Context: an optimization exercise on an open-source flow, tuned for small area, a short achievable clock period and few clock cycles. The choices shown serve that exercise and are no tape-out recipe. At most, simulation tests tie the RTL to the original design; equivalence was not proved.

==> inputs of onyx <==
// layer_1
module layer_1
    (
        input         clk,
        input         RSTn,
        input         i_EN_w,
        input         i_EN_c,
        output        o_busy,
        input  [31:0] i_data,
        input         i_stb_in,
        output        o_ack_in,
        output [63:0] o_data,
        output        o_stb_out,
        input         i_ack_out
    );
    function [3*17-1:0] benc;
        input [32:0] x;
        input integer n;
        integer i;
        reg b2, b1, b0;
        begin
            benc = 0;
            for (i = 0; i < 17; i = i + 1) begin
                b2 = x[(2*i+1 < n) ? 2*i+1 : n-1];
                b1 = (2*i < n) ? x[2*i] : x[n-1];
                b0 = (i == 0) ? 1'b0 : x[2*i-1];
                benc[i]      = b1 ^ b0;
                benc[17 + i] = (b2 & ~b1 & ~b0) | (~b2 & b1 & b0);
                benc[34 + i] = b2;
            end
        end
    endfunction
    reg r_ph;
    always @(posedge clk or negedge RSTn)
        if (!RSTn) r_ph <= 1'b0;
        else       r_ph <= ~r_ph;
    reg        r_ack;         
    reg        r_busy;        
    reg  [2:0] r_lcnt;        
    reg        r_par;         
    reg  [2:0] r_nout;        
    reg        r_stb;
    reg        r_lv;          
    reg  [2:0] r_lidx;        
    wire xfer    = i_stb_in & r_ack;
    wire ld_word = xfer & (r_busy | i_EN_w);
    wire smp     = xfer & i_EN_c & ~r_busy;
    wire smp_a   = smp & ~r_par;           
    wire pair    = smp &  r_par;           
    wire take    = r_stb & i_ack_out;
    wire [2:0] nout_next = r_nout + pair - take;
    wire par_next = r_par ^ smp;
    function lch;
        input [2:0] k;
        lch = (k == 3'd1) | (k > 3'd4);
    endfunction
    wire do_ld   = r_lv & (r_ph == lch(r_lidx));
    wire lv_next = ld_word | (r_lv & ~do_ld);
    wire [2:0] lidx_next = ld_word ? r_lcnt : r_lidx;
    wire do_ld_next = lv_next & (~r_ph == lch(lidx_next));
  ...
==> flow/config.mk <==
export PLATFORM = sky130hd
export DESIGN_NAME = layer_1
export DESIGN_NICKNAME = layer_1
export VERILOG_FILES = /design/flow/design.v
export SDC_FILE = /design/flow/constraint.sdc
export NUM_CORES = 8
export LEC_CHECK = 0
export CAP_MARGIN = 20
export CORE_MARGIN = 2
export CORE_UTILIZATION = 50
export SLEW_MARGIN = 20
export SYNTH_HIERARCHICAL = 1
export SYNTH_MINIMUM_KEEP_SIZE = 0
==> flow/constraint.sdc <==
create_clock -name core_clock -period 12.0 [get_ports {clk}]
set_input_delay 2.4000 -clock core_clock [delete_from_list [all_inputs] [get_ports {clk}]]
set_output_delay 2.4000 -clock core_clock [all_outputs]
set_load 0.01 [all_outputs]
standard.sh (not shown) runs the stock make flow with config.mk's settings and CLKGATE_MAP_FILE= SYNTH_SCRIPT=/design/flow/synth_recipe.tcl, a recipe that flattens the netlist after the stock synthesis.
==> flow/flow/run.sh <==
#!/bin/bash
# Standard synthesis; every combinational cell resized to its smallest drive
# strength; then the standard layout, with repair_timing aiming at a setup slack
# margin so that the critical paths are sized for the period the design can reach.
set -uo pipefail
bash standard.sh synth > synth.log 2>&1 || exit 1
DS_ODB=orfs/results/sky130hd/layer_1/base/1_synth.odb openroad -no_init -exit flow/downsize.tcl > downsize.log 2>&1 || exit 1
bash standard.sh finish SETUP_SLACK_MARGIN=8.0 > layout.log 2>&1 || exit 1
==> flow/flow/downsize.tcl <==
# Resize every combinational cell of the synthesized netlist to the smallest
# drive strength of its family; timing repair later upsizes where needed.
# Flip-flops, clock cells and physical cells are left alone.
set db [ord::get_db]
read_db $::env(DS_ODB)
set block [[$db getChip] getBlock]
set fam [dict create]
foreach lib [$db getLibs] {
  foreach m [$lib getMasters] {
    set n [$m getName]
    if {![regexp {^(sky130_fd_sc_hd__[a-z0-9]+)_([0-9]+)$} $n -> base sz]} { continue }
    if {[string match "*lpflow*" $n] || [string match "*probe*" $n]} { continue }
    dict lappend fam $base $m
  }
}
set skip {df edf sdf dl clk tap fill decap conb sdl lpflow probe diode ebuf einv bufbuf}
set nsw 0
set saved 0
foreach inst [$block getInsts] {
  set m [$inst getMaster]
  set n [$m getName]
  if {![regexp {^(sky130_fd_sc_hd__([a-z0-9]+))_([0-9]+)$} $n -> base short sz]} { continue }
  set ok 1
  foreach s $skip { if {[string match "${s}*" $short]} { set ok 0 } }
  if {!$ok} { continue }
  if {![dict exists $fam $base]} { continue }
  set best $m
  set barea [expr {[$m getWidth] * [$m getHeight]}]
  foreach c [dict get $fam $base] {
    set a [expr {[$c getWidth] * [$c getHeight]}]
    if {$a < $barea} { set best $c; set barea $a }
  }
  if {$best ne $m} {
    set old [expr {[$m getWidth] * [$m getHeight]}]
    if {[$inst swapMaster $best]} {
      incr nsw
      set saved [expr {$saved + ($old - $barea) / 1e6}]
    }
  }
}
puts "downsize: swapped $nsw cells, saved [format %.1f $saved] um2"
write_db $::env(DS_ODB)
==> inputs of willow, as changes to onyx <==
--- a/flow/design.v
+++ b/flow/design.v
@@ -5447,26 +5447,28 @@
             r_loaded <= 1'b1;
     reg [31:0] r_b_a,  r_b_b;
     reg [31:0] r_w0_a, r_w0_b, r_w2_a, r_w2_b;
     reg [32:0] r_gp_a, r_gp_b, r_gm_a, r_gm_b;
     wire [32:0] h33 = {1'b0, r_h};
     wire        l_bias  = (r_lidx < 3'd2);
     wire        l_first = (r_lidx == 3'd2) | (r_lidx == 3'd5);
+    wire        l_mid   = (r_lidx == 3'd3) | (r_lidx == 3'd6);
     wire        l_last  = (r_lidx == 3'd4) | (r_lidx == 3'd7);
+    wire [33:0] gm_sum = {r_gm_a, 1'b1} + {h33 ^ {33{l_mid}}, l_mid};
     always @(posedge clk) begin
         r_b_a  <= r_b_b;
         r_w0_a <= r_w0_b;
         r_w2_a <= r_w2_b;
         r_gp_a <= r_gp_b;
         r_gm_a <= r_gm_b;
         r_b_b  <= (do_ld & l_bias)  ? r_h : r_b_a;
         r_w0_b <= (do_ld & l_first) ? r_h : r_w0_a;
         r_w2_b <= (do_ld & l_last)  ? r_h : r_w2_a;
-        r_gp_b <= (do_ld & ~l_bias) ? (l_first ? h33 : opB) : r_gp_a;
-        r_gm_b <= (do_ld & ~l_bias) ? (l_first ? h33 : opC) : r_gm_a;
+        r_gp_b <= (do_ld & ~l_bias) ? (l_first ? h33 : r_gp_a + h33) : r_gp_a;
+        r_gm_b <= (do_ld & ~l_bias) ? (l_first ? h33 : gm_sum[33:1]) : r_gm_a;
     end
     reg [31:0] r_p0, r_p1;         
     reg [31:0] r_x3;               
     reg        r_pend;             
     always @(posedge clk)
         if (pair)
             r_x3 <= i_data;
@@ -5479,18 +5481,16 @@
             r_pend <= pair;
             if (r_pend) begin
                 r_p0 <= r_h;
                 r_p1 <= r_x3;
             end
         end
     wire [31:0] opA = r_p0 - r_h;                       
-    wire [32:0] bc_in = r_busy ? r_gp_a : {1'b0, r_p1};
-    wire [32:0] cc_in = r_busy ? r_gm_a : {1'b0, r_p1};
-    wire [32:0] opB = bc_in + {1'b0, r_h};              
-    wire [32:0] opC = {1'b0, r_h} - cc_in;              
+    wire [32:0] opB = {1'b0, r_p1} + {1'b0, r_h};       
+    wire [32:0] opC = {1'b0, r_h} - {1'b0, r_p1};       
     wire [31:0] opD = r_p1 - r_x3;                      
     wire [50:0] eA = benc({1'b0, opA}, 32);
     wire [50:0] eB = benc(opB, 33);
     wire [50:0] eC = benc(opC, 33);
     wire [50:0] eD = benc({1'b0, opD}, 32);
     reg [15:0] r_oneA, r_twoA, r_negA, r_oneD, r_twoD, r_negD;
     reg [16:0] r_oneB, r_twoB, r_negB, r_oneC, r_twoC, r_negC;
@@ -5533,37 +5533,46 @@
     comp2_gt #(.DW(32)) cmp_ob (.i_a(r_b_b), .i_b(r_rb), .o_a_gt_b(ob));
     wire a_gt_b = (oa & ~ob) | (~(oa ^ ob) & ra_gt_rb);
     wire [31:0] res = (a_gt_b ? r_ra : r_rb) & {32{r_loaded}};
     reg [31:0] r_hold;             
     always @(posedge clk)
         r_hold <= res;
     wire [63:0] nr = r_ph ? {r_hold, res} : {res, r_hold};
-    reg  [1:0] r_wp, r_rp;         
-    reg  [1:0] r_cnt;              
-    reg [63:0] r_out, r_q0, r_q1, r_q2;
-    wire       q_pop  = ~r_stb & (r_cnt != 2'd0);
-    wire       q_push = v5 & (r_stb | (r_cnt != 2'd0));
-    wire [63:0] q_head = (r_rp == 2'd0) ? r_q0 : (r_rp == 2'd1) ? r_q1 : r_q2;
+    reg        r_s1v, r_s2v, r_s3v;
+    reg [63:0] r_out, r_s1, r_s2, r_s3;
     always @(posedge clk or negedge RSTn)
         if (!RSTn) begin
             r_stb <= 1'b0;
-            r_wp  <= 2'd0;
-            r_rp  <= 2'd0;
-            r_cnt <= 2'd0;
+            r_s1v <= 1'b0;
+            r_s2v <= 1'b0;
+            r_s3v <= 1'b0;
+        end else if (r_stb) begin
+            r_stb <= ~i_ack_out;
+            r_s1v <= r_s1v | v5;
+            r_s2v <= r_s2v | (r_s1v & v5);
+            r_s3v <= r_s3v | (r_s2v & v5);
         end else begin
-            r_stb <= r_stb ? ~i_ack_out : ((r_cnt != 2'd0) | v5);
-            if (q_push)
-                r_wp <= (r_wp == 2'd2) ? 2'd0 : r_wp + 2'd1;
-            if (q_pop)
-                r_rp <= (r_rp == 2'd2) ? 2'd0 : r_rp + 2'd1;
-            r_cnt <= r_cnt + q_push - q_pop;
+            r_stb <= r_s1v | v5;
+            r_s1v <= r_s1v & (r_s2v | v5);
+            r_s2v <= r_s2v & (r_s3v | v5);
+            r_s3v <= r_s3v & v5;
+        end
+    always @(posedge clk)
+        if (r_stb) begin
+            if (!r_s1v)
+                r_s1 <= nr;
+            else if (!r_s2v)
+                r_s2 <= nr;
+            else if (!r_s3v)
+                r_s3 <= nr;
+        end else begin
+            r_out <= r_s1v ? r_s1 : nr;
+            if (r_s1v)
+                r_s1 <= r_s2v ? r_s2 : nr;
+            if (r_s2v)
+                r_s2 <= r_s3v ? r_s3 : nr;
+            if (r_s3v)
+                r_s3 <= nr;
         end
-    always @(posedge clk) begin
-        if (!r_stb)
-            r_out <= (r_cnt != 2'd0) ? q_head : nr;
-        if (q_push && r_wp == 2'd0) r_q0 <= nr;
-        if (q_push && r_wp == 2'd1) r_q1 <= nr;
-        if (q_push && r_wp == 2'd2) r_q2 <= nr;
-    end
     assign o_data    = r_out;
     assign o_stb_out = r_stb;
 endmodule
==> flow/flow/run.sh (replaced) <==
#!/bin/bash
# Standard synthesis and layout; repair_timing aims at a setup slack margin so that
# the critical paths are sized for the period the design can reach.
set -uo pipefail
bash standard.sh synth > synth.log 2>&1 || exit 1
bash standard.sh finish SETUP_SLACK_MARGIN=8.3 > layout.log 2>&1 || exit 1
removed: flow/flow/downsize.tcl
==> inputs of xenon, as changes to onyx <==
--- a/flow/design.v
+++ b/flow/design.v
@@ -5409,15 +5409,15 @@
     endfunction
     wire do_ld   = r_lv & (r_ph == lch(r_lidx));
     wire lv_next = ld_word | (r_lv & ~do_ld);
     wire [2:0] lidx_next = ld_word ? r_lcnt : r_lidx;
     wire do_ld_next = lv_next & (~r_ph == lch(lidx_next));
     always @(posedge clk or negedge RSTn)
         if (!RSTn) begin
-            r_ack  <= 1'b1;
+            r_ack  <= 1'b0;
             r_busy <= 1'b0;
             r_lcnt <= 3'd0;
             r_par  <= 1'b0;
             r_nout <= 3'd0;
             r_lv   <= 1'b0;
             r_lidx <= 3'd0;
         end else begin
@@ -5479,16 +5479,16 @@
             r_pend <= pair;
             if (r_pend) begin
                 r_p0 <= r_h;
                 r_p1 <= r_x3;
             end
         end
     wire [31:0] opA = r_p0 - r_h;                       
-    wire [32:0] bc_in = r_busy ? r_gp_a : {1'b0, r_p1};
-    wire [32:0] cc_in = r_busy ? r_gm_a : {1'b0, r_p1};
+    wire [32:0] bc_in = r_lv ? r_gp_a : {1'b0, r_p1};
+    wire [32:0] cc_in = r_lv ? r_gm_a : {1'b0, r_p1};
     wire [32:0] opB = bc_in + {1'b0, r_h};              
     wire [32:0] opC = {1'b0, r_h} - cc_in;              
     wire [31:0] opD = r_p1 - r_x3;                      
     wire [50:0] eA = benc({1'b0, opA}, 32);
     wire [50:0] eB = benc(opB, 33);
     wire [50:0] eC = benc(opC, 33);
     wire [50:0] eD = benc({1'b0, opD}, 32);
Settings changed: CTS_BUF_LIST set to sky130_fd_sc_hd__clkbuf_16, CTS_CLUSTER_DIAMETER set to 100, CTS_CLUSTER_SIZE set to 24.
==> comparison table <==
item	xenon	onyx	willow
Layout clock buffer count	81	219	224
Wire length on met2	157000 µm	155000 µm	180000 µm
Total of fill cells in the finished design	16.9k	16.5k	17.7k
Number of global-route vias before repair	73.7k	74.2k	81.2k
Number of antenna violations at the first check in global routing	16	10	25
Starting density of the core	50.2%	50.4%	50.3%
GR Layer Usage met3	8.90%	8.50%	7.13%
Worst hold-check slack	0.323 ns	0.292 ns	0.260 ns
Tcrit/Tclk final	33.4%	33.6%	33.4%
Share of final layout cell area taken by clock buffers and inverters	2.43%	5.14%	4.47%
Required time at the worst-slack endpoint	12.65 ns	12.56 ns	9.60 ns
Maximum clock frequency	249 MHz	248 MHz	250 MHz
Post-Layout Cell Count	11.4k	11.5k	12.6k
TritonCTS Buffers	81	160	166
Highest net fanout along the worst path	2	4	2
Clk pin slew, worst setup/hold paths	0.10 ns	0.07 ns	0.06 ns
Total core area	197000 µm²	195000 µm²	217000 µm²
Via count	72.7k	72.2k	78.0k
Status	finished clean	finished clean	finished clean
CP endpoint kind	register	register	output port
Final net count	10.2k	10.3k	11.3k
Max stage delay cell, worst path	sky130_fd_sc_hd__clkdlybuf4s50_1	sky130_fd_sc_hd__dfrtp_4	sky130_fd_sc_hd__dfstp_2
Transition time of the tightest slew-check pin	1.13 ns	1.24 ns	1.15 ns
Testbench counts of onyx, summed over its fixed seeds: cycles 6,072.
Only the layout flow was run in willow and xenon; the RTL was not checked for function there.

## re-timing with driven ports
In the flow no input, the clock included, has a driving cell. The finished layouts below were timed again as built, in two steps. Step 1 (the two cells are an assumption about what drives the block):
set clk [get_ports {clk}]
set_driving_cell -lib_cell sky130_fd_sc_hd__clkbuf_16 $clk
set_driving_cell -lib_cell sky130_fd_sc_hd__buf_2 [delete_from_list [all_inputs] $clk]
Step 2 moves the port delays by t, midway between the first and last clock arrival at a register: inputs arrive t later, outputs are due t later. That takes back most of the time a late clock gives input paths. Slacks: no drivers / after step 1 / after step 2; pairs: no drivers / after step 1.
run | t, ns | slack for setup (ns) | clock arrival spread, ns | worst register clock-pin slew, ns | pins driven straight from the clock port
onyx | 0.928 | 7.972 / 7.910 / 7.239 | 0.053 / 0.053 | 0.07 / 0.07 | 1
willow | 0.921 | 7.997 / 7.898 / 7.418 | 0.070 / 0.069 | 0.07 / 0.07 | 1
xenon | 0.843 | 7.992 / 7.976 / 7.208 | 0.043 / 0.043 | 0.10 / 0.10 | 1
After both steps setup and hold are still met in every run listed. For xenon, which loses most, drivers alone change the setup slack by -0.016 ns; drivers and shift together by -0.784 ns.
